This design comes from an exercise in tuning for small area on the open sky130 flow, not from production work. At most, simulation tests tie the RTL to the original design; equivalence was not proved. No functional check of the RTL was part of run 6. The clock cells of runs 3 to 7 come from the design's own scripts or RTL, not from TritonCTS. The clock input has no modelled driver; a real chip could not lean on it and would need a root buffer or a full tree. No activity file was given, so power comes from the tool's default toggle rates.

### flow/flow/run.sh
#!/bin/bash
# Own layout flow: the standard flow (standard.sh), with three changes:
#  - synthesis maps logic with an area-oriented ABC script (flow/area.abc);
#    every other synthesis step is the standard synthesis, unchanged;
#  - input/output ports are buffered with sky130_fd_sc_hd__buf_1;
#  - CTS does not insert dummy loads and uses the buffer list below.
set -euo pipefail
W=$(pwd)
# standard synthesis script with only the abc script swapped
sed "s#log_cmd abc {\*}\$abc_args#log_cmd abc -script $W/flow/area.abc {*}[lrange \$abc_args 2 end]#" \
  "$FLOW_HOME/scripts/synth.tcl" > "$W/synth_core.tcl"
grep -q "flow/area.abc" "$W/synth_core.tcl"
sed "s#\$::env(SCRIPTS_DIR)/synth.tcl#$W/synth_core.tcl#" "$W/synth_recipe.tcl" > "$W/own_synth.tcl"
grep -q "synth_core.tcl" "$W/own_synth.tcl"
CTS="-sink_clustering_enable -repair_clock_nets -dont_use_dummy_load"
CTS="$CTS -buf_list sky130_fd_sc_hd__clkbuf_8 -root_buf sky130_fd_sc_hd__clkbuf_8 -sink_clustering_size 30 -sink_clustering_max_diameter 80"
bash standard.sh "SYNTH_SCRIPT=$W/own_synth.tcl" \
  "BUFFER_PORTS_ARGS=-buffer_cell sky130_fd_sc_hd__buf_1" \
  "CTS_ARGS=$CTS" finish > "$W/standard_sh.log" 2>&1
### flow/flow/area.abc
&get -n
&st
&dc2
&dch -f
&nf -R 1000
&put
strash
&get -n
&dch -f
&nf -R 1000
&put
### flow/standard.sh
#!/bin/bash
# synth_recipe.tcl (not shown) runs the flow's synth.tcl, then flattens the netlist and writes it again
# the make line also repeats each setting of config.mk as NAME=value (left out here)
make -C /OpenROAD-flow-scripts/flow DESIGN_CONFIG=/design/flow/config.mk WORK_HOME=/design/flow/orfs CLKGATE_MAP_FILE= SYNTH_SCRIPT=/design/flow/synth_recipe.tcl "${@:-finish}"
### flow/config.mk
export PLATFORM = sky130hd
export DESIGN_NAME = top
export DESIGN_NICKNAME = top
export VERILOG_FILES = /design/flow/design.v
export SDC_FILE = /design/flow/constraint.sdc
export NUM_CORES = 4
export LEC_CHECK = 0
export CAP_MARGIN = 0
export CORE_MARGIN = 2
export CORE_UTILIZATION = 40
export SLEW_MARGIN = 0
### flow/constraint.sdc
create_clock -name core_clock -period 5.0 [get_ports {sys_clk}]
set_input_delay 1.0000 -clock core_clock [delete_from_list [all_inputs] [get_ports {sys_clk}]]
set_output_delay 1.0000 -clock core_clock [all_outputs]
set_load 0.01 [all_outputs]
### flow/design.v
module top(
	input wire sys_clk,
	input wire sys_rst_n,
	input wire tim_psel,
	input wire tim_pwrite,
	input wire tim_penable,
	input wire [11:0]tim_paddr,
	input wire [31:0]tim_pwdata,
	input wire dbg_mode,
	input wire [3:0] tim_pstrb,
	output reg [31:0]tim_prdata,
	output wire tim_pready,
	output wire tim_pslverr,
	output wire tim_int
);
reg        ready;
reg        timer_en;
reg        div_en;
reg  [3:1] div_val_h;
reg        pre_en;
reg  [63:0] cnt;
reg  [63:0] ncmp;       
reg        int_en;
reg        int_st;
reg        halt_req;
reg  [7:0] pcnt;
wire base = (tim_paddr[11:5] == 7'd0) & (tim_paddr[1:0] == 2'd0);
wire [2:0] a = tim_paddr[4:2];
wire s_tcr   = base & (a == 3'd0);
wire s_tdr0  = base & (a == 3'd1);
wire s_tdr1  = base & (a == 3'd2);
wire s_tcmp0 = base & (a == 3'd3);
wire s_tcmp1 = base & (a == 3'd4);
wire s_tier  = base & (a == 3'd5);
wire s_tisr  = base & (a == 3'd6);
wire s_thcsr = base & (a == 3'd7);
wire [3:0] dv = tim_pwdata[11:8];
wire err = (tim_pstrb[1] & ((dv > 4'd8) | (timer_en & (dv != div_val)))) |
           (tim_pstrb[0] & timer_en & (tim_pwdata[1] != div_en));
assign tim_pslverr = tim_pwrite & s_tcr & err;
assign tim_pready  = ready;
wire wr = ready & tim_pwrite;
wire halt_ack = halt_req & dbg_mode;
always @(posedge sys_clk or negedge sys_rst_n)
	if (!sys_rst_n) ready <= 1'b0;
	else ready <= tim_psel & tim_penable & ~ready;
reg  div_val0_n;
wire [3:0] div_val = {div_val_h, ~div_val0_n};
wire tcr_ok = wr & s_tcr & ~err;
always @(posedge sys_clk or negedge sys_rst_n)
	if (!sys_rst_n) begin
		timer_en   <= 1'b0;
		div_en     <= 1'b0;
		div_val_h  <= 3'd0;
		div_val0_n <= 1'b0;
	end else if (tcr_ok) begin
		if (tim_pstrb[0]) begin
			timer_en <= tim_pwdata[0];
			div_en   <= tim_pwdata[1];
		end
		if (tim_pstrb[1]) begin
			div_val_h  <= dv[3:1];
			div_val0_n <= ~dv[0];
		end
	end
wire [8:0] lo1, hi0;
assign lo1[0] = 1'b1;
assign hi0[8] = 1'b1;
genvar k;
generate for (k = 0; k < 8; k = k + 1) begin : gm
	assign lo1[k+1] = lo1[k] & pcnt[k];
	assign hi0[k] = hi0[k+1] & ~pcnt[k];
end endgenerate
wire [8:0] mk = lo1 & hi0;
wire match = div_val[3] ? mk[8] : mk[div_val[2:0]];
wire cnt_en = timer_en & ~halt_ack & (~div_en | match);
wire pzero = ~halt_ack & (match | ~div_en | ~timer_en);
always @(posedge sys_clk or negedge sys_rst_n)
	if (!sys_rst_n) pcnt <= 8'd0;
	else if (pzero) pcnt <= 8'd0;
	else pcnt <= pcnt + {7'd0, ~halt_ack};
wire clr = pre_en & ~timer_en;
wire w0 = wr & s_tdr0;
wire w1 = wr & s_tdr1;
always @(posedge sys_clk or negedge sys_rst_n)
	if (!sys_rst_n) pre_en <= 1'b0;
	else pre_en <= timer_en;
localparam CB = 8;
localparam NB = 64 / CB;
wire [NB-1:0] ball;
genvar g;
generate for (g = 0; g < NB; g = g + 1) begin : gb
	assign ball[g] = &cnt[CB*g+CB-1:CB*g];
end endgenerate
wire [NB:0] bpre;
assign bpre[0] = 1'b1;
generate for (g = 0; g < NB; g = g + 1) begin : gp
	assign bpre[g+1] = bpre[g] & ball[g];
end endgenerate
wire en_lo = cnt_en & ~w0;
wire en_hi = cnt_en & ~w1;
wire [NB-1:0] bcin;
generate for (g = 0; g < NB; g = g + 1) begin : gcin
	if (g < NB/2) assign bcin[g] = en_lo & bpre[g];
	else assign bcin[g] = en_hi & bpre[g];
end endgenerate
wire [63:0] tg;
generate for (g = 0; g < NB; g = g + 1) begin : gt
	wire [CB:0] c;
	assign c[0] = bcin[g];
	genvar i;
	for (i = 0; i < CB; i = i + 1) begin : gi
		assign c[i+1] = c[i] & cnt[CB*g+i];
		assign tg[CB*g+i] = c[i];
	end
end endgenerate
wire [63:0] inc = (cnt ^ tg) & {64{~clr}};
wire [7:0] bsel = {{4{w1}} & tim_pstrb, {4{w0}} & tim_pstrb};
wire [63:0] nxt;
generate for (g = 0; g < 8; g = g + 1) begin : gn
	assign nxt[8*g+7:8*g] = bsel[g] ? tim_pwdata[8*(g%4)+7:8*(g%4)] : inc[8*g+7:8*g];
end endgenerate
always @(posedge sys_clk or negedge sys_rst_n)
	if (!sys_rst_n) cnt <= 64'd0;
	else cnt <= nxt;
wire [7:0] csel = {{4{wr & s_tcmp1}} & tim_pstrb, {4{wr & s_tcmp0}} & tim_pstrb};
generate for (g = 0; g < 8; g = g + 1) begin : gc
	always @(posedge sys_clk or negedge sys_rst_n)
		if (!sys_rst_n) ncmp[8*g+7:8*g] <= 8'd0;
		else if (csel[g]) ncmp[8*g+7:8*g] <= ~tim_pwdata[8*(g%4)+7:8*(g%4)];
end endgenerate
wire eq = &(cnt ^ ncmp);
wire clr_int = wr & s_tisr & tim_pstrb[0] & tim_pwdata[0];
always @(posedge sys_clk or negedge sys_rst_n)
	if (!sys_rst_n) begin
		int_en   <= 1'b0;
		int_st   <= 1'b0;
		halt_req <= 1'b0;
	end else begin
		if (wr & s_tier & tim_pstrb[0]) int_en <= tim_pwdata[0];
		if (clr_int) int_st <= 1'b0;
		else if (eq) int_st <= 1'b1;
		if (wr & s_thcsr & tim_pstrb[0]) halt_req <= tim_pwdata[0];
	end
assign tim_int = int_en & int_st;
wire r0 = base & (a == 3'd0);
wire r1 = base & (a == 3'd1);
wire r2 = base & (a == 3'd2);
wire r3 = base & (a == 3'd3);
wire r4 = base & (a == 3'd4);
wire r5 = base & (a == 3'd5);
wire r6 = base & (a == 3'd6);
wire r7 = base & (a == 3'd7);
always @* begin
	tim_prdata = ({32{r1}} & cnt[31:0]) | ({32{r2}} & cnt[63:32]) |
	             ({32{r3}} & ~ncmp[31:0]) | ({32{r4}} & ~ncmp[63:32]);
	tim_prdata[11:8] = tim_prdata[11:8] | ({4{r0}} & div_val);
	tim_prdata[1] = tim_prdata[1] | (r0 & div_en) | (r7 & halt_ack);
	tim_prdata[0] = tim_prdata[0] | (r0 & timer_en) | (r5 & int_en) | (r6 & int_st) | (r7 & halt_req);
end
endmodule
==> notes.md, run 1 <==
CTS max path bufs=2; clock sink count=147; first drt pass iteration count=5; FF-to-FF End=cnt[63]; reg2reg start=div_val0_n; Syn Nets=989; Tightest Hold Check Type=reg -> reg; placed cell area=0.00870 mm2; Die Area=0.0210 mm2; Initial Util=0.407; Worst-path clk slew=0.08 ns; Leakage=4.10 nW; crit path from=div_val0_n; worst reg2reg setup slack=0.68 ns; Die Y=145 um; worst-skew pair later-pin latency=0.47 ns; PD cells=236 mW/mm2; crit path kind=reg -> reg; post-synth top area cell=dfrtp_1; DRC violations left=0; initial DRC count=747; final worst-path cycle share=0.863; Post-CTS Setup Bufs=0; gr ovfl total=0; cts-stage hold buffer count=0; post-route non-filler standard cell count=1259; Max Slew Vio Count=0; hpwl dp=18500 um; gr usage total=0.255; CP Launch Type=register; cell row count=51; Mapped Cells=877; WL/cell=20.7 um; fillers=1967; drt total wl=26000 um; mapped cell area=0.00793 mm2; Unique masters post-synth=36; Mean Syn Cell Area=9.04 um2; total CTS buffers=17; vias per std cell=5.85; crit path to=cnt[63]; unrepaired setup endpoints after global routing=no; Setup violations, final=0; ranking of synthesized cells by area=dfrtp_1 46%, ha_1 9.2%, a21oi_1 7.7%; Slew @ Worst Pin=1.16 ns; Yosys top cell area share=0.464; area grow syn2layout=12.7%; Seq/Total Area, Yosys=0.464; Core Area=0.0195 mm2; outcome=timing/DRC/antenna clean; fraction of layout cells with a size suffix above 1=0.0342; H-tree depth=4; MaxCap Viol Count=0; worst clock skew=0.0241 ns; boundary pin count=89; share of synthesized registers carrying an async set or reset=1.00; initial antenna violation count=0; first-pass GRT wire length=39800 um; Worst EP required=5.36 ns; largest net degree at the start of global routing=77; design area=0.00893 mm2; fin crit period=4.32 ns; CTS resizes=0; Crit path arrival time=4.67 ns; Hold Violations, Final=0; Ant. Diodes=0; number of enable flip-flop cells after synthesis=0; placed insts=1242; Max Freq=0.232 GHz; max_slew headroom=0.224; vias in the first global route=6917; worst vdd ir=0.166 mV; fin nets=1108; antenna-violating nets left=0; Setup crit end kind=register; YS warnings=1; Synth Flop Type=dfrtp_1; crit-path max FO=9; Die X=145 um; Reg2Reg Depth=20; via count=7359; TritonCTS clock tree=built; accumulated negative setup slack=0 ns; FF+latch count, synth=147; Root Buffer=clkbuf_8; worst hold slack=0.467 ns; routability congestion estimate=0.925; # port buffers=88
sequential cells by signal, indices dropped and copies added, names as in the netlist:
| name | cells |
|---|---|
| div_val0_n | 1 |
| cnt | 64 |
| ncmp | 64 |
| pcnt | 8 |
| int_st | 1 |
| div_en | 1 |
| timer_en | 1 |
| ready | 1 |
| pre_en | 1 |
| div_val_h | 3 |
| int_en | 1 |
| halt_req | 1 |
cells by family after synthesis:
logic type	Yosys count	synth area share
and+or+nand+nor	356	0.192
AOI/OAI and AO/OA	271	0.206
DFF	147	0.464
adders and majority gates	58	0.0915
xor gates and xnor gates	34	0.0376
buffers and inverters	7	0.00331
muxes	4	0.00568
metrics by stage:
stage	worst slack [ns]	total power [W]	utilization
floorplan	0.816	0.00133	-
global placement	0.690	0.00143	0.447
detailed placement	0.542	0.00142	0.447
CTS	0.727	0.00211	0.459
global route	0.421	0.00220	0.459
finish	0.685	0.00210	0.459
placed cells by master, fill, tap and decap left out, types with 3 or more instances in the layout:
cell	Yosys	routed
o21ai_0	53	53
clkbuf_8	0	17
nor2b_1	3	3
a21oi_1	122	122
mux2_1	4	4
buf_1	0	87
dfrtp_1	147	147
nand2_1	139	138
o221ai_1	20	20
o22ai_1	10	10
o211ai_1	17	17
and3_1	7	7
nor3_1	13	13
nand3_1	10	10
ha_1	58	58
a221o_1	3	3
xor2_1	21	21
or3_1	3	3
nor4_1	10	9
a221oi_1	12	12
o31ai_1	3	3
and4_1	3	3
o2111ai_1	3	3
a22oi_1	20	20
nor2_1	135	133
nand4_1	25	25
buf_4	0	12
xnor2_1	13	13
and2_0	5	5
clkinv_1	7	7
Yosys cell counts (7+ instances only):
cell	instances
xor2_1	21
xnor2_1	13
nand3_1	10
o22ai_1	10
o21ai_0	53
a22oi_1	20
clkinv_1	7
a221oi_1	12
ha_1	58
dfrtp_1	147
nor2_1	135
a21oi_1	122
o211ai_1	17
nand2_1	139
nor4_1	10
nor3_1	13
o221ai_1	20
and3_1	7
nand4_1	25
power breakdown:
part	internal (W)	switching [W]	leakage, nW
sequential	0.00122	0.0000403	2.02
clock	0.000299	0.000400	0.122
combinational	0.0000517	0.0000970	1.96
total	0.00157	0.000538	4.10
final cells by class:
cell class | instances | area, um2 | share of cell area
multi-input combinational | 723 | 4240 | 0.474
sequential | 147 | 3680 | 0.412
timing repair buffer | 100 | 424 | 0.0475
tap | 265 | 332 | 0.0371
clock buffer | 17 | 234 | 0.0262
inverter | 7 | 26.3 | 0.00294
how the worst min path moves through the flow:
| stage | start | end | slack, ns | depth (start not counted) |
|---|---|---|---|---|
| floorplan | timer_en | pre_en | 0.44 | 0 |
| global placement | ready | ready | 0.46 | 1 |
| detailed placement | ready | ready | 0.46 | 1 |
| CTS | ready | ready | 0.47 | 1 |
| global route | ready | ready | 0.52 | 1 |
| finish | ready | ready | 0.47 | 1 |
critical path, stage by stage, from the launching register on:
cell and delay, ns:
dfrtp_1 0.49, xnor2_1 0.18, o41ai_1 0.32, nand3_1 0.12
a21o_1 0.18, o211ai_1 0.14, nand3_1 0.16, or3_1 0.42
or3_1 0.44, nor3_1 0.29, and2_0 0.17, ha_1 0.15
ha_1 0.14, ha_1 0.15, ha_1 0.14, ha_1 0.14
ha_1 0.16, ha_1 0.16, a21oi_1 0.06, o211ai_1 0.13
nand2_1 0.07
per-layer routing:
metal,track usage,wire length (um),up-vias
li1,-,-,3461
met1,0.360,11900,3592
met2,0.402,12000,280
met3,0.0434,1700,26
met4,0.0756,485,0
met5,0,0,-
==> run 2: changes to the inputs <==
--- a/flow/flow/run.sh
+++ b/flow/flow/run.sh
@@ -14,5 +14,5 @@
 grep -q "synth_core.tcl" "$W/own_synth.tcl"
 CTS="-sink_clustering_enable -repair_clock_nets -dont_use_dummy_load"
-CTS="$CTS -buf_list sky130_fd_sc_hd__clkbuf_8 -root_buf sky130_fd_sc_hd__clkbuf_8 -sink_clustering_size 30 -sink_clustering_max_diameter 80"
+CTS="$CTS -buf_list sky130_fd_sc_hd__clkbuf_4 -root_buf sky130_fd_sc_hd__clkbuf_16"
 bash standard.sh "SYNTH_SCRIPT=$W/own_synth.tcl" \
   "BUFFER_PORTS_ARGS=-buffer_cell sky130_fd_sc_hd__buf_1" \
--- a/flow/config.mk
+++ b/flow/config.mk
@@ -8,4 +8,4 @@
 export CAP_MARGIN = 0
 export CORE_MARGIN = 2
-export CORE_UTILIZATION = 40
+export CORE_UTILIZATION = 60
 export SLEW_MARGIN = 0
==> run 2 against run 1 <==
Final cell count down 7.3%. Die area down 33%. Worst setup slack got worse by 0.18 ns. Clock power decreased by about 20%. Hold slack improved by 0.011 ns. Global-route usage increased by 11 points. Total power decreased by 6.9%. Via count up 4.2%. Still clean. Critical path depth up 1. Largest cell class unchanged. Clock-buffer cell count unchanged. Utilization is 23 points higher.
==> notes.md, run 2 <==
first-pass GRT wire length=39700 um; Slew @ Worst Pin=1.25 ns; synth cell count leaders=147 x dfrtp_1, 139 x nand2_1, 135 x nor2_1, 122 x a21oi_1, 58 x ha_1; outcome=timing/DRC/antenna clean; worst hold slack=0.478 ns; H-tree depth=4; FF+latch count, synth=147; worst vdd ir=0.229 mV; worst-skew pair later-pin latency=0.39 ns; antenna-violating nets left=0; drt total wl=24900 um; post-synth top area cell=dfrtp_1; boundary pin count=89; Syn Nets=989; PD cells=224 mW/mm2; Die X=119 um; share of synthesized registers carrying an async set or reset=1.00; grt met1 use=0.500; fin crit period=4.50 ns; number of enable flip-flop cells after synthesis=0; fraction of layout cells with a size suffix above 1=0.0342; Crit-path slowest cell=dfrtp_1; Die Area=0.0142 mm2; Die Y=119 um; unrepaired setup endpoints after global routing=no; Top Registers=cnt (64), ncmp (64), pcnt (8); MaxCap Viol Count=0; final worst slack=0.504 ns; most common cell after layout, fill and taps aside=dfrtp_1; area grow syn2layout=10.3%; Setup violations, final=0; Mapped Cells=877; gr usage total=0.363; clock group share of total power=0.284; ranking of synthesized cells by area=dfrtp_1 46%, ha_1 9.2%, a21oi_1 7.7%; Crit path arrival time=4.75 ns; DRC violations left=0; total CTS buffers=17; crit-path max FO=8; Worst-path clk slew=0.12 ns; worst clock skew=0.0357 ns; initial DRC count=1102; mapped cell area=0.00793 mm2; Comb power frac=0.075; crit-path cells=and4_1, nand3_1, nor3_1, o21ai_0, a21o_1, o211ai_1, nand3_1, or3_1, or3_1, nor3_1, and2_0, ha_1, ha_1, ha_1, ha_1, ha_1, ha_1, ha_1, a21oi_1, o211ai_1, nand2_1; commonest non-fill, non-tap cells in the layout=147 x dfrtp_1, 138 x nand2_1, 133 x nor2_1; max_slew headroom=0.164; Initial Util=0.621; clock sink count=147; vias per std cell=6.57; Setup crit end kind=register; Max Freq=0.222 GHz; final worst-path cycle share=0.899; most numerous cell in the Yosys netlist=dfrtp_1; Psw=0.000505 W; Hold Violations, Final=0; via count=7670; first drt pass iteration count=8; pre-CTS WS=0.573 ns; Leakage=4.07 nW; Pint=0.00145 W; CP Launch Type=register; CP most frequent cell=ha_1; fillers=1113; cts-stage hold buffer count=0; Flop pwr share=0.640; Max Slew Vio Count=0; Worst EP required=5.25 ns; accumulated negative setup slack=0 ns; Yosys top cell area share=0.464; vias in the first global route=7372; Sw Ratio=0.258; Unique masters post-synth=36; Seq/Total Area, Yosys=0.464; YS warnings=1; CTS max path bufs=2; largest net degree at the start of global routing=82; grt met3 use=0.0795; Tightest Hold Check Type=reg -> reg; CTS resizes=0; WL/cell=21.3 um; Root Buffer=clkbuf_16; hpwl dp=17900 um; GRT busiest layer=met2; cell row count=41; TritonCTS clock tree=built; Post-CTS Setup Bufs=0; Mean Syn Cell Area=9.04 um2; gr ovfl total=0; initial antenna violation count=1; met2 Track Usage GR=0.571; # port buffers=88; routability congestion estimate=0.952; Core Area=0.0128 mm2; Synth Flop Type=dfrtp_1; fin nets=1108; max incr delay on CP=0.50 ns; crit path kind=reg -> reg
[run 2: cell counts after synthesis]
No cell type changed its count.
[run 2: per-stage QoR]
stage / cells / instance area, um2 / util / power, W
after floorplan: 877 / 7930 / - / 0.00133
after global placement: 1148 / 8590 / 0.672 / 0.00142
after detailed placement: 1148 / 8590 / 0.672 / 0.00142
after CTS: 1165 / 8730 / 0.684 / 0.00196
after global routing: 1167 / 8740 / 0.684 / 0.00204
final: 1167 / 8740 / 0.684 / 0.00196
[run 2: final cells by class]
type                       count  area, um2  area share
inverter                       7       26.3     0.00301
clock buffer                  17        145      0.0166
tap                          172        215      0.0246
timing repair buffer         100        437      0.0499
multi-input combinational    723       4240       0.485
antenna                        1       2.50    0.000286
sequential                   147       3680       0.421
[run 2: final timing paths]
path	from	endpoint	slack, ns	cells after the start
max	pcnt[2]	cnt[63]	0.50	21
max reg2reg	pcnt[2]	cnt[63]	0.50	21
min	ready	ready	0.48	1
min reg2reg	ready	ready	0.48	1
max in group asynchronous	sys_rst_n	cnt[35]	3.26	2
min in group asynchronous	sys_rst_n	ncmp[42]	0.77	1
[run 2: logic make-up (layout without fill, tap and decap cells)]
| kind of cell | count (synthesis) | after routing | share of synthesized area |
|---|---|---|---|
| buffers and inverters | 7 | 124 | 0.00331 |
| adders and majority gates | 58 | 58 | 0.0915 |
| xor gates and xnor gates | 34 | 34 | 0.0376 |
| and+or+nand+nor | 356 | 356 | 0.192 |
| other | 0 | 1 | 0 |
| DFF | 147 | 147 | 0.464 |
| AOI/OAI and AO/OA | 271 | 271 | 0.206 |
| muxes | 4 | 4 | 0.00568 |
[run 2: power by group through the flow]
stage	clock (W)	sequential (W)	combinational [W]
finish	0.000557	0.00125	0.000148
global route	0.000616	0.00126	0.000168
CTS	0.000562	0.00125	0.000148
detailed placement	0	0.00128	0.000147
global placement	0	0.00127	0.000143
floorplan	0	0.00126	0.0000663
[run 2: metal layers]
layer | share of wire | wire (um) | vias to the layer above
met5 | 0 | 0 | -
met4 | 0.032 | 797 | 0
met3 | 0.095 | 2370 | 74
met2 | 0.46 | 11500 | 473
met1 | 0.41 | 10200 | 3642
li1 | - | - | 3481
[run 2: critical path: cells and delay by family (launching register included)]
kind	cells	cell delay [ns]
simple gates	9	2.15
fa+ha+maj	7	1.05
compound gates	5	0.65
flops	1	0.50
==> run 3: changes to the inputs <==
--- a/flow/flow/run.sh
+++ b/flow/flow/run.sh
@@ -4,5 +4,6 @@
 #    every other synthesis step is the standard synthesis, unchanged;
 #  - input/output ports are buffered with sky130_fd_sc_hd__buf_1;
-#  - CTS does not insert dummy loads and uses the buffer list below.
+#  - the clock tree is built by flow/pre_cts.tcl (a root buffer and a grid of
+#    leaf buffers over the flip-flops) in place of TritonCTS.
 set -euo pipefail
 W=$(pwd)
@@ -14,6 +15,6 @@
 grep -q "synth_core.tcl" "$W/own_synth.tcl"
 CTS="-sink_clustering_enable -repair_clock_nets -dont_use_dummy_load"
-CTS="$CTS -buf_list sky130_fd_sc_hd__clkbuf_4 -root_buf sky130_fd_sc_hd__clkbuf_16"
+CTS="$CTS -buf_list sky130_fd_sc_hd__clkbuf_8 -root_buf sky130_fd_sc_hd__clkbuf_8 -sink_clustering_size 30 -sink_clustering_max_diameter 80"
 bash standard.sh "SYNTH_SCRIPT=$W/own_synth.tcl" \
   "BUFFER_PORTS_ARGS=-buffer_cell sky130_fd_sc_hd__buf_1" \
-  "CTS_ARGS=$CTS" finish > "$W/standard_sh.log" 2>&1
+  "CTS_ARGS=$CTS" "PRE_CTS_TCL=$W/flow/pre_cts.tcl" finish > "$W/standard_sh.log" 2>&1
==> flow/flow/pre_cts.tcl (new file) <==
# Manual clock tree, sourced by ORFS's CTS step before clock_tree_synthesis.
# The clock port drives one root clock buffer at the centre of the flip-flops;
# the root drives MCTS_NX x MCTS_NY leaf clock buffers, each at the centre of a
# group of flip-flops made by splitting the flip-flops into MCTS_NX equal
# columns by x, then each column into MCTS_NY equal groups by y.
# TritonCTS is then skipped; the rest of the CTS step (placement legalisation,
# timing repair) runs as usual.
set mcts_buf [expr {[info exists ::env(MCTS_BUF)] ? $::env(MCTS_BUF) : "sky130_fd_sc_hd__clkbuf_8"}]
set mcts_nx  [expr {[info exists ::env(MCTS_NX)] ? $::env(MCTS_NX) : 3}]
set mcts_ny  [expr {[info exists ::env(MCTS_NY)] ? $::env(MCTS_NY) : 3}]
set mcts_root [expr {[info exists ::env(MCTS_ROOT)] ? $::env(MCTS_ROOT) : "sky130_fd_sc_hd__clkbuf_16"}]
set db [ord::get_db]
set block [ord::get_db_block]
set clk_net [$block findNet sys_clk]
set master [$db findMaster $mcts_buf]
set sinks {}
foreach it [$clk_net getITerms] {
  set inst [$it getInst]
  set box [$inst getBBox]
  set x [expr {([$box xMin] + [$box xMax]) / 2}]
  set y [expr {([$box yMin] + [$box yMax]) / 2}]
  lappend sinks [list $it $x $y]
}
puts "manual CTS: [llength $sinks] sinks, $mcts_nx x $mcts_ny leaf buffers $mcts_buf"
proc mcts_split {items idx n} {
  set items [lsort -integer -index $idx $items]
  set len [llength $items]
  set parts {}
  for {set i 0} {$i < $n} {incr i} {
    set a [expr {$i * $len / $n}]
    set b [expr {($i + 1) * $len / $n - 1}]
    lappend parts [lrange $items $a $b]
  }
  return $parts
}
set groups {}
foreach col [mcts_split $sinks 1 $mcts_nx] {
  foreach g [mcts_split $col 2 $mcts_ny] { lappend groups $g }
}
set drv_net $clk_net
if {$mcts_root ne ""} {
  set rmaster [$db findMaster $mcts_root]
  set rinst [odb::dbInst_create $block $rmaster "clkbuf_root"]
  set drv_net [odb::dbNet_create $block "clknet_root"]
  $drv_net setSigType CLOCK
  [$rinst findITerm A] connect $clk_net
  [$rinst findITerm X] connect $drv_net
  set sx 0; set sy 0
  foreach s $sinks { set sx [expr {$sx + [lindex $s 1]}]; set sy [expr {$sy + [lindex $s 2]}] }
  set rx [expr {$sx / [llength $sinks]}]
  set ry [expr {$sy / [llength $sinks]}]
  $rinst setLocation [expr {$rx - [$rmaster getWidth] / 2}] [expr {$ry - [$rmaster getHeight] / 2}]
  $rinst setPlacementStatus PLACED
}
set k 0
foreach g $groups {
  set sx 0; set sy 0
  foreach s $g { set sx [expr {$sx + [lindex $s 1]}]; set sy [expr {$sy + [lindex $s 2]}] }
  set cx [expr {$sx / [llength $g]}]
  set cy [expr {$sy / [llength $g]}]
  set inst [odb::dbInst_create $block $master "clkbuf_leaf_$k"]
  set net [odb::dbNet_create $block "clknet_leaf_$k"]
  $net setSigType CLOCK
  [$inst findITerm A] connect $drv_net
  [$inst findITerm X] connect $net
  foreach s $g {
    set it [lindex $s 0]
    $it disconnect
    $it connect $net
  }
  $inst setLocation [expr {$cx - [$master getWidth] / 2}] [expr {$cy - [$master getHeight] / 2}]
  $inst setPlacementStatus PLACED
  puts "manual CTS: clkbuf_leaf_$k drives [llength $g] sinks at ($cx, $cy)"
  incr k
}
set_propagated_clock [all_clocks]
proc clock_tree_synthesis {args} { puts "manual CTS: TritonCTS skipped" }
==> run 3 against run 2 <==
Die area stayed put. First-iteration DRC count is 3.2% lower. Clock skew is 0.022 ns lower. Clock power is 3% higher. Cell area hardly changed. Critical path depth stayed put. Utilization hardly changed. Hold slack better by 0.0053 ns. Critical endpoint unchanged.
==> notes.md, run 3 <==
outcome=timing/DRC/antenna clean; area of the multi-input gates=0.00425 mm2; worst hold slack=0.483 ns; mapped cell area=0.00793 mm2; unrepaired setup endpoints after global routing=no; gr usage total=0.352; synth cell count leaders=147 x dfrtp_1, 139 x nand2_1, 135 x nor2_1, 122 x a21oi_1, 58 x ha_1; Unique masters post-synth=36; Syn Nets=989; largest net degree at the start of global routing=82; Die Y=119 um; gr ovfl total=0; crit-path max FO=8; most numerous cell in the Yosys netlist=dfrtp_1; cts-stage hold buffer count=0; fin crit period=4.41 ns; vias in the first global route=7381; worst clock skew=0.0133 ns; CP Launch Type=register; Tightest Hold Check Type=reg -> reg; drt total wl=24800 um; area grow syn2layout=10.3%; first drt pass iteration count=6; WL/cell=21.4 um; worst-skew pair later-pin latency=0.37 ns; Initial Util=0.621; fraction of layout cells with a size suffix above 1=0.0264; fin nets=1100; MaxCap Viol Count=0; Synth Flop Type=dfrtp_1; CTS resizes=0; worst vdd ir=0.216 mV; Setup violations, final=0; share of synthesized registers carrying an async set or reset=1.00; antenna-violating nets left=0; Slew @ Worst Pin=1.17 ns; Post-CTS Setup Bufs=0; vias per std cell=6.52; most common cell after layout, fill and taps aside=dfrtp_1; Mean Syn Cell Area=9.04 um2; cell row count=41; FF+latch count, synth=147; Max Slew Vio Count=0; initial DRC count=1067; Ant. Diodes=0; Seq/Total Area, Yosys=0.464; Core Area=0.0128 mm2; fillers=1114; final worst-path cycle share=0.882; Top Registers=cnt (64), ncmp (64), pcnt (8); YS warnings=1; DRC violations left=0; post-synth top area cell=dfrtp_1; Die X=119 um; via count=7546; Hold Violations, Final=0; crit path kind=reg -> reg; Yosys top cell area share=0.464; Mapped Cells=877; Die Area=0.0142 mm2; initial antenna violation count=0; Seq. cell area=0.00368 mm2; Max Freq=0.227 GHz; hpwl dp=17900 um; Leakage=4.06 nW; accumulated negative setup slack=0 ns; first-pass GRT wire length=39800 um; Worst EP required=5.26 ns; # port buffers=88; number of enable flip-flop cells after synthesis=0; Worst-path clk slew=0.11 ns; commonest non-fill, non-tap cells in the layout=147 x dfrtp_1, 138 x nand2_1, 133 x nor2_1; PD cells=226 mW/mm2; Setup crit end kind=register; routability congestion estimate=0.952; ranking of synthesized cells by area=dfrtp_1 46%, ha_1 9.2%, a21oi_1 7.7%; Crit path arrival time=4.67 ns; boundary pin count=89; max_slew headroom=0.219
## run 3: cell counts after synthesis
Identical to the previous run, type by type.
## run 3: per-layer routing
layer | GRT usage | share of wire | vias up
li1 | - | - | 3453
met3 | 0.0398 | 0.088 | 60
met5 | 0 | 0 | -
met4 | 0.0930 | 0.028 | 0
met2 | 0.574 | 0.47 | 413
met1 | 0.503 | 0.42 | 3620
## run 3: final timing paths
kind	from	to	slack [ns]	depth (start not counted)
hold reg to reg	ready	ready	0.48	1
max in group asynchronous	sys_rst_n	ncmp[51]	3.24	2
setup reg to reg	pcnt[2]	cnt[63]	0.59	21
hold / removal	ready	ready	0.48	1
setup / recovery	pcnt[2]	cnt[63]	0.59	21
min in group asynchronous	sys_rst_n	ncmp[62]	0.79	1
## run 3: stage by stage
step	setup WS, ns	total power, W	util	std cells	cell area [um2]
2_1_floorplan	0.816	0.00133	-	877	7930
6_report	0.591	0.00198	0.685	1158	8740
5_1_grt	0.283	0.00205	0.685	1158	8740
4_1_cts	0.637	0.00198	0.684	1158	8740
3_3_place_gp	0.692	0.00142	0.672	1148	8590
3_5_place_dp	0.573	0.00142	0.672	1148	8590
## run 3: logic make-up after synthesis
kind of cell	synth area share
AND/OR/NAND/NOR	0.192
AO/OA/AOI/OAI	0.206
flip-flops	0.464
adder cells (fa/ha/maj)	0.0915
XOR/XNOR	0.0376
buffers and inverters	0.00331
multiplexers	0.00568
## run 3: cell type report
cell class                      instances  share of cell area
Sequential cell                       147               0.421
Multi-Input combinational cell        723               0.486
Timing Repair Buffer                   99              0.0491
Inverter                                7             0.00300
Tap cell                              172              0.0246
Buffer                                 10              0.0170
## run 3: power by group
part | switching [W] | internal (W) | total, W
registers | 0.0000389 | 0.00121 | 0.00125
clock network | 0.000374 | 0.000201 | 0.000575
logic | 0.0000949 | 0.0000535 | 0.000148
total | 0.000508 | 0.00147 | 0.00198
## run 3: worst max-delay path: stages (launching register included)
cell and delay (ns):
dfrtp_1 0.49, and4_1 0.24, nand3_1 0.10, nor3_1 0.20, o21ai_0 0.12, a21o_1 0.16
o211ai_1 0.14, nand3_1 0.17, or3_1 0.42, or3_1 0.43, nor3_1 0.32, and2_0 0.19
ha_1 0.15, ha_1 0.15, ha_1 0.16, ha_1 0.14, ha_1 0.14, ha_1 0.15
ha_1 0.16, a21oi_1 0.07, o211ai_1 0.15, nand2_1 0.07
==> run 4: changes to the inputs <==
--- a/flow/flow/pre_cts.tcl
+++ b/flow/flow/pre_cts.tcl
@@ -6,7 +6,7 @@
 # TritonCTS is then skipped; the rest of the CTS step (placement legalisation,
 # timing repair) runs as usual.
-set mcts_buf [expr {[info exists ::env(MCTS_BUF)] ? $::env(MCTS_BUF) : "sky130_fd_sc_hd__clkbuf_8"}]
+set mcts_buf [expr {[info exists ::env(MCTS_BUF)] ? $::env(MCTS_BUF) : "sky130_fd_sc_hd__clkbuf_16"}]
 set mcts_nx  [expr {[info exists ::env(MCTS_NX)] ? $::env(MCTS_NX) : 3}]
-set mcts_ny  [expr {[info exists ::env(MCTS_NY)] ? $::env(MCTS_NY) : 3}]
+set mcts_ny  [expr {[info exists ::env(MCTS_NY)] ? $::env(MCTS_NY) : 2}]
 set mcts_root [expr {[info exists ::env(MCTS_ROOT)] ? $::env(MCTS_ROOT) : "sky130_fd_sc_hd__clkbuf_16"}]
 set db [ord::get_db]
==> run 4 against run 3 <==
Clock power is 7.7% higher. Flip-flop and latch count unchanged. Via count increased by 0.21%. Sequential power barely moved. Sequential share of layout area fell by 0.12 points. Register-to-register slack barely moved. Cell area grew 0.29%. Maximum frequency barely moved. Total power increased by 2.2%. Area after synthesis is the same. Synthesized cell count unchanged. Largest cell class unchanged.
==> notes.md, run 4 <==
outcome=timing/DRC/antenna clean; total power=0.00202 W; FF+latch count, synth=147; Setup crit end kind=register; initial DRC count=970; gr ovfl total=0; met2 Track Usage GR=0.575; YS warnings=1; grt met3 use=0.0398; Mapped Cells=877; Die Y=119 um; accumulated negative setup slack=0 ns; share of synthesized registers carrying an async set or reset=1.00; synth cell count leaders=147 x dfrtp_1, 139 x nand2_1, 135 x nor2_1, 122 x a21oi_1, 58 x ha_1; Max Freq=0.227 GHz; max_slew headroom=0.185; reg2reg start=pcnt[2]; boundary pin count=89; via count=7562; worst-skew pair later-pin latency=0.37 ns; Worst-path clk slew=0.10 ns; Yosys top cell area share=0.464; mapped cell area=0.00793 mm2; drt total wl=24700 um; # port buffers=88; Mean Syn Cell Area=9.04 um2; routability congestion estimate=0.952; number of enable flip-flop cells after synthesis=0; Unique masters post-synth=36; most common cell after layout, fill and taps aside=dfrtp_1; cell row count=41; Syn Nets=989; Tightest Hold Check Type=reg -> reg; commonest non-fill, non-tap cells in the layout=147 x dfrtp_1, 138 x nand2_1, 133 x nor2_1; antenna-violating nets left=0; MaxCap Viol Count=0; cts-stage hold buffer count=0; Top Registers=cnt (64), ncmp (64), pcnt (8); worst clock skew=0.0104 ns; ranking of synthesized cells by area=dfrtp_1 46%, ha_1 9.2%, a21oi_1 7.7%; Initial Util=0.621; PD cells=230 mW/mm2; Leakage=4.07 nW; fin nets=1098; fraction of layout cells with a size suffix above 1=0.0244; Post-Synth Simple-Gate Area=0.192; WL/cell=21.4 um; first drt pass iteration count=5; Ant. Diodes=0; area of the multi-input gates=0.00424 mm2; Max Slew Vio Count=0; hpwl dp=17900 um; CTS resizes=0; Slew @ Worst Pin=1.22 ns; area grow syn2layout=10.6%; Synth Area in Compound Gates=0.206; Setup violations, final=0; Hold Path Origin=ready; Seq/Total Area, Yosys=0.464; first-pass GRT wire length=39700 um; Worst EP required=5.25 ns; XOR/XNOR share of the synthesized area=0.0376; grt met1 use=0.498; largest net degree at the start of global routing=82; largest family of logic cells by synthesized area=compound AO/OA/AOI/OAI gates; most numerous cell in the Yosys netlist=dfrtp_1; mux contribution to synthesized area=0.00568; Synth Flop Type=dfrtp_1; GRT busiest layer=met2; Seq. cell area=0.00368 mm2; Core Area=0.0128 mm2; DRC violations left=0; initial antenna violation count=0; vias in the first global route=7344; final worst-path cycle share=0.882; vias per std cell=6.54; crit path kind=reg -> reg; post-synthesis adder-cell area fraction=0.0915; gr usage total=0.350; post-synth top area cell=dfrtp_1; worst vdd ir=0.282 mV; CP Launch Type=register; crit-path max FO=8; Crit path arrival time=4.66 ns; Die Area=0.0142 mm2; unrepaired setup endpoints after global routing=no; fin crit period=4.41 ns; Hold Violations, Final=0; fillers=1107; crit path from=pcnt[2]; Die X=119 um; Post-CTS Setup Bufs=0
[run 4: cell count changes in the layout (fill, tap and decap cells not counted)]
cell / before / now
clkbuf_16: 1 / 7
clkbuf_8: 9 / 0
nor4_4: 1 / 0
nor4_2: 0 / 1
buf_4: 10 / 11
[run 4: kinds of logic (layout without fill, tap and decap cells)]
kind of cell	Yosys count	after routing
AND/OR/NAND/NOR	356	356
flip-flops	147	147
adder cells (fa/ha/maj)	58	58
AO/OA/AOI/OAI	271	271
XOR/XNOR	34	34
buffers and inverters	7	114
multiplexers	4	4
[run 4: power breakdown]
| part | internal (W) | switching [W] |
|---|---|---|
| sequential | 0.00121 | 0.0000390 |
| combinational | 0.0000533 | 0.0000951 |
| clock | 0.000254 | 0.000365 |
| total | 0.00152 | 0.000499 |
[run 4: final timing paths]
check / slack [ns] / endpoint / depth (start not counted)
max: 0.59 / cnt[63] / 21
min: 0.48 / ready / 1
max reg2reg: 0.59 / cnt[63] / 21
min reg2reg: 0.48 / ready / 1
max in group asynchronous: 3.25 / cnt[34] / 2
min in group asynchronous: 0.80 / ncmp[62] / 1
[run 4: worst max-delay path, stage by stage, from the launching register on]
cell	delay, ns
dfrtp_1	0.49
and4_1	0.24
nand3_1	0.10
nor3_1	0.20
o21ai_0	0.11
a21o_1	0.16
o211ai_1	0.14
nand3_1	0.17
or3_1	0.41
or3_1	0.44
nor3_1	0.32
and2_0	0.18
ha_1	0.15
ha_1	0.15
ha_1	0.16
ha_1	0.14
ha_1	0.13
ha_1	0.15
ha_1	0.16
a21oi_1	0.07
o211ai_1	0.14
nand2_1	0.07
[run 4: metal layers]
layer | vias to the layer above | part of all wire
li1 | 3439 | -
met1 | 3633 | 0.41
met2 | 437 | 0.47
met3 | 53 | 0.086
met4 | 0 | 0.028
met5 | - | 0
[run 4: per-stage QoR]
stage / util / instance area (um2) / std cells / hold slack [ns] / setup slack, ns
after CTS: 0.686 / 8760 / 1155 / 0.479 / 0.647
after detailed placement: 0.672 / 8590 / 1148 / 0.465 / 0.573
after floorplan: - / 7930 / 877 / 0.439 / 0.816
after global routing: 0.687 / 8770 / 1156 / 0.521 / 0.296
after global placement: 0.672 / 8590 / 1148 / 0.455 / 0.692
final: 0.687 / 8770 / 1156 / 0.481 / 0.588
[run 4: area by class of cell]
| cell class | count | share of cell area |
|---|---|---|
| buffer | 7 | 0.0200 |
| sequential | 147 | 0.419 |
| timing repair buffer | 100 | 0.0498 |
| multi-input combinational | 723 | 0.483 |
| inverter | 7 | 0.00300 |
| tap | 172 | 0.0245 |
==> run 5: changes to the inputs <==
--- a/flow/config.mk
+++ b/flow/config.mk
@@ -9,3 +9,4 @@
 export CORE_MARGIN = 2
 export CORE_UTILIZATION = 60
+export GPL_TIMING_DRIVEN = 0
 export SLEW_MARGIN = 0
==> run 5 against run 4 <==
Clock skew rose by 0.0040 ns. Clock power barely moved. Sequential power barely moved. Area after synthesis did not move. Worst setup slack got worse by 0.34 ns. Synthesized cell count did not move. Critical endpoint is now cnt[31]. Largest power group unchanged.
==> notes.md, run 5 <==
outcome=timing/DRC/antenna clean; fraction of layout cells with a size suffix above 1=0.0255; # port buffers=88; worst reg2reg setup slack=0.40 ns; Reg2Reg Depth=21; CP most frequent cell=ha_1; Unique masters post-synth=36; boundary pin count=89; vias in the first global route=7562; Die Y=119 um; ranking of synthesized cells by area=dfrtp_1 46%, ha_1 9.2%, a21oi_1 7.7%; commonest non-fill, non-tap cells in the layout=147 x dfrtp_1, 138 x nand2_1, 133 x nor2_1; number of enable flip-flop cells after synthesis=0; max incr delay on CP=0.75 ns; Initial Util=0.621; most common cell after layout, fill and taps aside=dfrtp_1; fin crit period=4.75 ns; MaxCap Viol Count=0; gr ovfl total=0; Leakage=4.10 nW; Syn Nets=989; CP Buf/Inv Count=1; largest net degree at the start of global routing=39; via count=7611; Worst path top cell family by delay=simple AND/OR/NAND/NOR gates; unrepaired setup endpoints after global routing=yes; post-synth top area cell=dfrtp_1; Ant. Diodes=0; Mapped Cells=877; pre-CTS WS=-0.465 ns; crit-path max FO=6; Slew @ Worst Pin=1.19 ns; final worst-path cycle share=0.950; fillers=1060; Mean Syn Cell Area=9.04 um2; total power=0.00204 W; DRC violations left=0; Tightest Hold Check Type=reg -> reg; Worst-path clk slew=0.10 ns; vias per std cell=6.61; gr usage total=0.349; initial antenna violation count=0; Max Slew Vio Count=0; Die X=119 um; CP Launch Type=input port; first drt pass iteration count=5; hpwl dp=17800 um; mapped cell area=0.00793 mm2; Seq/Total Area, Yosys=0.464; worst hold slack=0.472 ns; worst clock skew=0.0143 ns; Core Area=0.0128 mm2; Post-CTS Setup Bufs=0; area grow syn2layout=11.6%; max_slew headroom=0.204; YS warnings=1; crit path kind=in -> reg; synth cell count leaders=147 x dfrtp_1, 139 x nand2_1, 135 x nor2_1, 122 x a21oi_1, 58 x ha_1; worst-skew pair later-pin latency=0.37 ns; Post-Route Utilization=0.693; Seq. cell area=0.00368 mm2; Top Registers=cnt (64), ncmp (64), pcnt (8); Setup violations, final=0; Worst EP required=5.29 ns; worst vdd ir=0.272 mV; routability congestion estimate=0.923; Max Freq=0.210 GHz; Die Area=0.0142 mm2; Hold Path Origin=ready; antenna-violating nets left=0; worst hold path cell count=1; FF-to-FF End=cnt[63]; initial DRC count=745; cell row count=41; FF+latch count, synth=147; Synth Flop Type=dfrtp_1; design area=0.00885 mm2; Crit-path slowest cell=nor3_1; reg2reg start=pcnt[2]; final worst slack=0.249 ns; most numerous cell in the Yosys netlist=dfrtp_1; area of the multi-input gates=0.00428 mm2; first-pass GRT wire length=39600 um; Setup crit end kind=register; share of synthesized registers carrying an async set or reset=1.00; placed cell area=0.00866 mm2; cts-stage hold buffer count=0; Yosys top cell area share=0.464; PD cells=230 mW/mm2; fin nets=1094; WL/cell=21.4 um; drt total wl=24600 um; Hold Path Sink=ready; crit-path cells=buf_1, nor4_1, nand3_1, or2_0, nor3_1, nor2_1, and3_1, and2_0, ha_1, ha_1, ha_1, ha_1, ha_1, ha_1, ha_1, a21oi_1, o21ai_0, a21oi_1; Crit path arrival time=5.04 ns; Hold Violations, Final=0
==> run 5: repair_timing <==
item / in CTS / in global routing
setup endpoints to repair: 2 / 3
pin swaps: 0 / 0
gates resized for setup: 1 / 2
==> run 5: where the power goes <==
| part | switching, W | internal [W] | leakage, nW |
|---|---|---|---|
| logic | 0.000102 | 0.0000591 | 1.99 |
| registers | 0.0000411 | 0.00121 | 2.02 |
| clock network | 0.000368 | 0.000254 | 0.0863 |
| total | 0.000511 | 0.00153 | 4.10 |
==> run 5: how the worst max path moves through the flow <==
stage                  start  endpoint  slack (ns)  cells after the start
5_1_grt         tim_paddr[8]   cnt[63]     -0.0003                     19
4_1_cts        tim_paddr[11]   cnt[63]         0.1                     19
2_1_floorplan   tim_paddr[8]   cnt[62]        0.82                     17
3_5_place_dp    tim_paddr[8]   cnt[63]       -0.47                     19
3_3_place_gp       sys_rst_n  ncmp[38]       -3.63                      1
6_report        tim_paddr[8]   cnt[31]        0.25                     18
==> run 5: layout make-up <==
| cell class | instances | area share |
|---|---|---|
| Buffer | 7 | 0.0198 |
| Sequential cell | 147 | 0.416 |
| Inverter | 7 | 0.00297 |
| Multi-Input combinational cell | 723 | 0.483 |
| Timing Repair Buffer | 96 | 0.0540 |
| Tap cell | 172 | 0.0243 |
==> run 5: kinds of logic (layout without fill, tap and decap cells) <==
group | count (synthesis) | count (layout) | synth area share
buffers and inverters | 7 | 110 | 0.00331
flip-flops | 147 | 147 | 0.464
AND/OR/NAND/NOR | 356 | 356 | 0.192
AO/OA/AOI/OAI | 271 | 271 | 0.206
adder cells (fa/ha/maj) | 58 | 58 | 0.0915
multiplexers | 4 | 4 | 0.00568
XOR/XNOR | 34 | 34 | 0.0376
==> run 5: routing by layer <==
metal / up-vias / part of all wire / track usage
met2: 415 / 0.47 / 0.566
met1: 3673 / 0.40 / 0.476
li1: 3447 / - / -
met5: - / 0 / 0
met4: 0 / 0.046 / 0.144
met3: 76 / 0.089 / 0.0465
==> run 5: stage by stage <==
step | setup TNS (ns) | instances
floorplan | 0 | 877
global placement | -551.92 | 1137
detailed placement | -2.06 | 1145
CTS | 0 | 1152
global route | -0.000258 | 1152
finish | 0 | 1152
==> run 6: changes to the inputs <==
--- a/flow/design.v
+++ b/flow/design.v
@@ -115,9 +115,10 @@
 	end
 end endgenerate
-wire [63:0] inc = (cnt ^ tg) & {64{~clr}};
 wire [7:0] bsel = {{4{w1}} & tim_pstrb, {4{w0}} & tim_pstrb};
+wire [7:0] bkeep = ~bsel & {8{~clr}};
 wire [63:0] nxt;
-generate for (g = 0; g < 8; g = g + 1) begin : gn
-	assign nxt[8*g+7:8*g] = bsel[g] ? tim_pwdata[8*(g%4)+7:8*(g%4)] : inc[8*g+7:8*g];
+generate for (g = 0; g < 64; g = g + 1) begin : gn
+	cnt_bit u (.q(cnt[g]), .t(tg[g]), .sel(bsel[g/8]), .keep(bkeep[g/8]),
+	           .d(tim_pwdata[g%32]), .nx(nxt[g]));
 end endgenerate
 always @(posedge sys_clk or negedge sys_rst_n)
@@ -125,9 +126,11 @@
 	else cnt <= nxt;
 wire [7:0] csel = {{4{wr & s_tcmp1}} & tim_pstrb, {4{wr & s_tcmp0}} & tim_pstrb};
-generate for (g = 0; g < 8; g = g + 1) begin : gc
-	always @(posedge sys_clk or negedge sys_rst_n)
-		if (!sys_rst_n) ncmp[8*g+7:8*g] <= 8'd0;
-		else if (csel[g]) ncmp[8*g+7:8*g] <= ~tim_pwdata[8*(g%4)+7:8*(g%4)];
+wire [63:0] ncmp_nx;
+generate for (g = 0; g < 64; g = g + 1) begin : gc
+	cmp_bit u (.n(ncmp[g]), .we(csel[g/8]), .d(tim_pwdata[g%32]), .nx(ncmp_nx[g]));
 end endgenerate
+always @(posedge sys_clk or negedge sys_rst_n)
+	if (!sys_rst_n) ncmp <= 64'd0;
+	else ncmp <= ncmp_nx;
 wire eq = &(cnt ^ ncmp);
 wire clr_int = wr & s_tisr & tim_pstrb[0] & tim_pwdata[0];
@@ -160,2 +163,8 @@
 end
 endmodule
+module cnt_bit(input wire q, t, sel, keep, d, output wire nx);
+assign nx = (sel & d) | (keep & (q ^ t));
+endmodule
+module cmp_bit(input wire n, we, d, output wire nx);
+assign nx = we ? ~d : n;
+endmodule
--- a/flow/config.mk
+++ b/flow/config.mk
@@ -9,4 +9,3 @@
 export CORE_MARGIN = 2
 export CORE_UTILIZATION = 60
-export GPL_TIMING_DRIVEN = 0
 export SLEW_MARGIN = 0
==> run 6 against run 5 <==
Still clean. Utilization decreased by 1.4 points. Via count decreased by 7.6%. Global-route usage decreased by 0.72 points. Clock power about the same. Synthesized cell count decreased by 13%. Sequential power about the same. Wire length decreased by 3.1%. Sequential share of layout area increased by 1.4 points. Total power decreased by 0.34%. Worst setup slack improved by 0.21 ns. Flip-flop and latch count unchanged. Clock skew decreased by 0.0043 ns. Critical path type is now reg -> reg. Largest cell class unchanged.
==> notes.md, run 6 <==
outcome=timing/DRC/antenna clean; CTS resizes=0; vias in the first global route=6993; PD cells=237 mW/mm2; first-pass GRT wire length=38100 um; MaxCap Viol Count=0; post-synthesis adder-cell area fraction=0.0935; worst vdd ir=0.265 mV; mux contribution to synthesized area=0.00725; largest family of logic cells by synthesized area=compound AO/OA/AOI/OAI gates; Hold Violations, Final=0; Seq/Total Area, Yosys=0.474; cell row count=41; routability congestion estimate=0.941; post-synth top area cell=dfrtp_1; fraction of layout cells with a size suffix above 1=0.0230; crit path kind=reg -> reg; antenna-violating nets left=0; # port buffers=88; max_slew headroom=0.347; Post-CTS Setup Bufs=0; Ant. Diodes=0; XOR/XNOR share of the synthesized area=0.0542; FF+latch count, synth=147; number of enable flip-flop cells after synthesis=0; Synth Area in Compound Gates=0.226; initial DRC count=766; Setup violations, final=0; YS warnings=1; Setup crit end kind=register; most numerous cell in the Yosys netlist=dfrtp_1; share of synthesized registers carrying an async set or reset=1.00; Crit path arrival time=4.79 ns; Worst EP required=5.26 ns; first drt pass iteration count=5; fin nets=982; worst-skew pair later-pin latency=0.36 ns; unrepaired setup endpoints after global routing=no; worst clock skew=0.0100 ns; Yosys top cell area share=0.474; Top Registers=cnt (64), ncmp (64), pcnt (8); Seq. cell area=0.00368 mm2; Mapped Cells=763; area of the multi-input gates=0.00407 mm2; Worst-path clk slew=0.10 ns; Tightest Hold Check Type=reg -> reg; Slew @ Worst Pin=0.980 ns; WL/cell=23.0 um; gr ovfl total=0; Post-Route Utilization=0.679; Die X=118 um; initial antenna violation count=0; final worst-path cycle share=0.908; Post-Synth Simple-Gate Area=0.143; Unique masters post-synth=35; via count=7030; worst reg2reg setup slack=0.46 ns; synth cell count leaders=147 x dfrtp_1, 98 x nor2_1, 72 x nand2_1, 68 x a21oi_1, 65 x a22o_1; fin crit period=4.54 ns; Core Area=0.0126 mm2; Max Slew Vio Count=0; Die Y=118 um; Initial Util=0.615; DRC violations left=0; largest net degree at the start of global routing=70; drt total wl=23900 um; fillers=1082; most common cell after layout, fill and taps aside=dfrtp_1; area grow syn2layout=10.4%; CP Launch Type=register; Synth Flop Type=dfrtp_1; Syn Nets=875; total power=0.00203 W; boundary pin count=89; commonest non-fill, non-tap cells in the layout=147 x dfrtp_1, 96 x nor2_1, 87 x buf_1; Leakage=3.96 nW; crit-path max FO=6; Max Freq=0.220 GHz; Die Area=0.0139 mm2; hpwl dp=17300 um; gr usage total=0.342; Mean Syn Cell Area=10.2 um2; vias per std cell=6.76; mapped cell area=0.00776 mm2; ranking of synthesized cells by area=dfrtp_1 47%, ha_1 9.4%, a22o_1 7.3%; cts-stage hold buffer count=0
[run 6: changes by cell type after synthesis, moves of 5 or more]
cell      previous run  this run
o221ai_1            20        12
a21oi_1            122        68
o211ai_1            17        22
and3_1               7        13
a22oi_1             20        13
nand2_1            139        72
xnor2_1             13        31
a22o_1               0        65
o21ai_0             53        33
nor2_1             135        98
[run 6: logic make-up after synthesis]
group	count (synthesis)
AO/OA/AOI/OAI	252
XOR/XNOR	48
adder cells (fa/ha/maj)	58
buffers and inverters	5
flip-flops	147
multiplexers	5
AND/OR/NAND/NOR	248
[run 6: metal layers]
layer | vias up | wire length [um] | GRT usage | part of all wire
met5 | - | 0 | 0 | 0
li1 | 3112 | - | - | -
met1 | 3464 | 9670 | 0.481 | 0.40
met3 | 64 | 2140 | 0.0499 | 0.090
met2 | 390 | 11200 | 0.551 | 0.47
met4 | 0 | 876 | 0.110 | 0.037
[run 6: where the power goes]
group	total (W)	switching, W	leakage (nW)	internal, W
sequential	0.00126	0.0000453	2.02	0.00121
combinational	0.000150	0.0000899	1.85	0.0000606
clock	0.000622	0.000367	0.0863	0.000254
total	0.00203	0.000502	3.96	0.00153
[run 6: final cells by class]
cell class	count	share of cell area
sequential	147	0.429
timing repair buffer	98	0.0478
multi-input combinational	611	0.475
tap	172	0.0251
inverter	5	0.00219
buffer	7	0.0204
[run 6: final timing paths]
check                      startpoint  endpoint  cells after the start
max in group asynchronous   sys_rst_n   pcnt[0]                      2
min in group asynchronous   sys_rst_n   cnt[20]                      1
setup / recovery              pcnt[2]   cnt[62]                     18
hold / removal                  ready     ready                      1
setup reg to reg              pcnt[2]   cnt[62]                     18
hold reg to reg                 ready     ready                      1
[run 6: worst max-delay path: stages, from the launching register on]
cell and delay, ns:
dfrtp_1 0.47, and3_1 0.23, nand4_1 0.14, a2111oi_0 0.39
o21ai_0 0.15, o211ai_1 0.17, nand3_1 0.17, a211o_1 0.27
or3_1 0.41, nor3_1 0.48, and2_0 0.20, ha_1 0.15
ha_1 0.15, ha_1 0.14, ha_1 0.16, ha_1 0.17
ha_1 0.15, ha_1 0.23, a22o_1 0.21
[run 6: stage by stage]
step           setup TNS, ns  setup slack (ns)  hold WS [ns]  std cells  cell area, um2
6_report                   0             0.462         0.474       1040            8570
4_1_cts                    0             0.547         0.477       1040            8570
2_1_floorplan        -0.0902           -0.0489         0.438        763            7760
3_3_place_gp               0             0.725         0.451       1033            8390
5_1_grt                    0             0.180         0.518       1040            8570
3_5_place_dp               0             0.579         0.461       1033            8390
==> run 7: changes to the inputs <==
--- a/flow/design.v
+++ b/flow/design.v
@@ -93,15 +93,9 @@
 	assign ball[g] = &cnt[CB*g+CB-1:CB*g];
 end endgenerate
-wire [NB:0] bpre;
-assign bpre[0] = 1'b1;
-generate for (g = 0; g < NB; g = g + 1) begin : gp
-	assign bpre[g+1] = bpre[g] & ball[g];
-end endgenerate
-wire en_lo = cnt_en & ~w0;
-wire en_hi = cnt_en & ~w1;
 wire [NB-1:0] bcin;
 generate for (g = 0; g < NB; g = g + 1) begin : gcin
-	if (g < NB/2) assign bcin[g] = en_lo & bpre[g];
-	else assign bcin[g] = en_hi & bpre[g];
+	if (g == 0) assign bcin[g] = cnt_en & ~w0;
+	else if (g == NB/2) assign bcin[g] = cnt_en & ~w1 & (&ball[NB/2-1:0]);
+	else assign bcin[g] = bcin[g-1] & ball[g-1];
 end endgenerate
 wire [63:0] tg;
==> run 7 against run 6 <==
Synthesized cell count down 0.52%. Global-route usage is 0.86 points higher. Clock power barely moved. Die area decreased by 0.52%. Hold slack gained 0.028 ns. Final cell count shrank 0.48%. Sequential share of layout area rose by 0.25 points. Combinational power is 53% lower. Via count rose by 1.6%. Largest cell class unchanged. Register-to-register slack improved by 0.07 ns. First-iteration DRC count is 20% higher. Sequential power decreased by 6%.
==> notes.md, run 7 <==
share of synthesized registers carrying an async set or reset=1.00; Crit-path slowest cell=dfrtp_1; worst hold slack=0.502 ns; MaxCap Viol Count=0; fin crit period=4.47 ns; area of the multi-input gates=0.00403 mm2; boundary pin count=89; pre-CTS WS=0.620 ns; area grow syn2layout=10.3%; CP most frequent cell=ha_1; FF-to-FF End=cnt[62]; fillers=1057; Core Area=0.0126 mm2; first-pass GRT wire length=38400 um; Slew @ Worst Pin=1.11 ns; final worst slack=0.532 ns; crit-path max FO=7; cell row count=41; Flop pwr share=0.633; number of enable flip-flop cells after synthesis=0; WP depth=19; Pint=0.00146 W; antenna-violating nets left=0; Die Y=117 um; Die Area=0.0138 mm2; FF+latch count, synth=147; Die X=117 um; Setup crit end kind=register; CP Buf/Inv Count=0; worst vdd ir=0.298 mV; outcome=timing/DRC/antenna clean; Tightest Hold Check Type=reg -> reg; ranking of synthesized cells by area=dfrtp_1 48%, ha_1 9.4%, a22o_1 7.4%; Hold Path Origin=ready; unrepaired setup endpoints after global routing=no; design area=0.00852 mm2; via count=7140; Hold Violations, Final=0; Comb power frac=0.038; post-route non-filler standard cell count=1035; Post-CTS Setup Bufs=0; max incr delay on CP=0.48 ns; crit-path cells=nand4_1, nor4_1, a21oi_1, a21oi_1, o21ai_0, o311ai_0, nand3_1, a211o_1, or3_1, nor3_1, and2_0, ha_1, ha_1, ha_1, ha_1, ha_1, ha_1, ha_1, a22o_1; gr usage total=0.351; # port buffers=88; Seq. cell area=0.00368 mm2; crit path kind=reg -> reg; Initial Util=0.614; commonest non-fill, non-tap cells in the layout=147 x dfrtp_1, 98 x nor2_1, 87 x buf_1; synth cell count leaders=147 x dfrtp_1, 100 x nor2_1, 69 x nand2_1, 67 x a21oi_1, 65 x a22o_1; CP Launch Type=register; Worst path top cell family by delay=simple AND/OR/NAND/NOR gates; vias in the first global route=6870; most common cell after layout, fill and taps aside=dfrtp_1; vias per std cell=6.90; worst reg2reg setup slack=0.53 ns; Syn Nets=871; Max Slew Vio Count=0; Mapped Cells=759; Unique masters post-synth=36; Setup violations, final=0; Reg2Reg Depth=19; reg2reg start=pcnt[2]; placed cell area=0.00834 mm2; Seq/Total Area, Yosys=0.476; DRC violations left=0; crit path from=pcnt[2]; most numerous cell in the Yosys netlist=dfrtp_1; largest net degree at the start of global routing=67; final worst-path cycle share=0.894; max_slew headroom=0.257; fraction of layout cells with a size suffix above 1=0.0220; Worst EP required=5.25 ns; CTS resizes=0; Yosys top cell area share=0.476; clock group share of total power=0.329; cts-stage hold buffer count=0; crit path to=cnt[62]; WL/cell=23.8 um; Ant. Diodes=0; hpwl dp=18100 um; mapped cell area=0.00772 mm2; Sw Ratio=0.225; placed insts=1028; Leakage=3.94 nW; Worst-path clk slew=0.10 ns; first drt pass iteration count=5; Mean Syn Cell Area=10.2 um2; accumulated negative setup slack=0 ns; initial antenna violation count=0; Psw=0.000423 W; gr ovfl total=0; fin nets=977; worst clock skew=0.0136 ns; Crit path arrival time=4.72 ns; post-synth top area cell=dfrtp_1; routability congestion estimate=0.951; Max Freq=0.224 GHz; worst-skew pair later-pin latency=0.37 ns; Top Registers=cnt (64), ncmp (64), pcnt (8); drt total wl=24600 um; initial DRC count=917; PD cells=221 mW/mm2; YS warnings=1; Synth Flop Type=dfrtp_1
[run 7: changes by cell type in the layout (fill, tap and decap cells not counted), moves of 2 or more]
cell | previous run | this run
a2111oi_0 | 3 | 5
a22oi_1 | 13 | 22
nand2_1 | 72 | 69
nor2_1 | 96 | 98
o211ai_1 | 22 | 15
o21ai_0 | 33 | 38
o221ai_1 | 12 | 21
o41ai_1 | 2 | 0
xnor2_1 | 31 | 12
xor2_1 | 17 | 15
[run 7: worst min path at each step]
stage                     slack, ns  cells after the start     end
final                          0.50                      1   ready
after global routing           0.52                      1   ready
after CTS                      0.50                      1   ready
after detailed placement       0.48                      1   ready
after global placement         0.47                      1   ready
after floorplan                0.45                      0  pre_en
[run 7: power groups by stage]
stage	combinational, W	clock [W]	sequential, W
after floorplan	0.00000840	0	0.00121
after global placement	0.0000690	0	0.00121
after detailed placement	0.0000711	0	0.00121
after CTS	0.0000713	0.000619	0.00119
after global routing	0.0000803	0.000664	0.00119
final	0.0000712	0.000619	0.00119
[run 7: layer usage]
metal | routed length [um] | GRT usage | vias up
met5 | 0 | 0 | -
met4 | 654 | 0.0919 | 0
met3 | 2170 | 0.0418 | 60
met2 | 11600 | 0.577 | 379
met1 | 10200 | 0.498 | 3534
li1 | - | - | 3167
[run 7: metrics by stage]
| step | power, W | utilization |
|---|---|---|
| 2_1_floorplan | 0.00122 | - |
| 3_3_place_gp | 0.00128 | 0.664 |
| 3_5_place_dp | 0.00129 | 0.664 |
| 4_1_cts | 0.00188 | 0.678 |
| 5_1_grt | 0.00194 | 0.678 |
| 6_report | 0.00188 | 0.678 |
[run 7: cell type report]
cell class / count / share of cell area
well taps: 172 / 0.0253
repair buffers: 97 / 0.0472
inverters: 5 / 0.00220
flip-flops and latches: 147 / 0.432
multi-input cells: 607 / 0.473
plain buffers: 7 / 0.0206
[run 7: cell families after synthesis]
logic type / Yosys count / share of synthesized area
AOI/OAI and AO/OA: 270 / 0.245
buffers and inverters: 5 / 0.00243
muxes: 6 / 0.00875
DFF: 147 / 0.476
xor gates and xnor gates: 27 / 0.0306
and+or+nand+nor: 246 / 0.142
adders and majority gates: 58 / 0.0940

[static timing again, ports no longer ideal]
Ports are ideal in the flow. The routed layouts listed here were re-timed in OpenROAD.
Step 1: set_driving_cell puts a clkbuf_16 on sys_clk and a buf_2 on each other input, an assumption about the parent block.
Step 2 times the ports against the registers' clock, not the clock port: input delays grow and output delays shrink by t, the midpoint of the rising clock arrivals with the driver on.
Slacks: no drivers / after step 1 / after step 2; pairs: no drivers / after step 1.
| run | t (ns) | setup slack, ns | clock arrival spread, ns | worst register clock-pin slew, ns |
|---|---|---|---|---|
| run 1 | 0.499 | 0.685 / 0.685 / 0.510 | 0.024 / 0.024 | 0.08 / 0.08 |
| run 2 | 0.418 | 0.504 / 0.504 / 0.504 | 0.035 / 0.036 | 0.12 / 0.12 |
| run 3 | 0.407 | 0.591 / 0.591 / 0.465 | 0.013 / 0.013 | 0.11 / 0.11 |
| run 4 | 0.403 | 0.588 / 0.587 / 0.519 | 0.012 / 0.012 | 0.10 / 0.10 |
| run 5 | 0.399 | 0.249 / 0.271 / -0.129 | 0.015 / 0.015 | 0.10 / 0.10 |
| run 6 | 0.397 | 0.462 / 0.462 / 0.462 | 0.010 / 0.010 | 0.10 / 0.10 |
| run 7 | 0.401 | 0.532 / 0.532 / 0.532 | 0.013 / 0.014 | 0.10 / 0.10 |
With both steps, setup timing fails in run 5, where it was met with ideal ports. For run 5, which loses most, drivers alone change the setup slack by +0.022 ns; drivers and shift together by -0.378 ns.
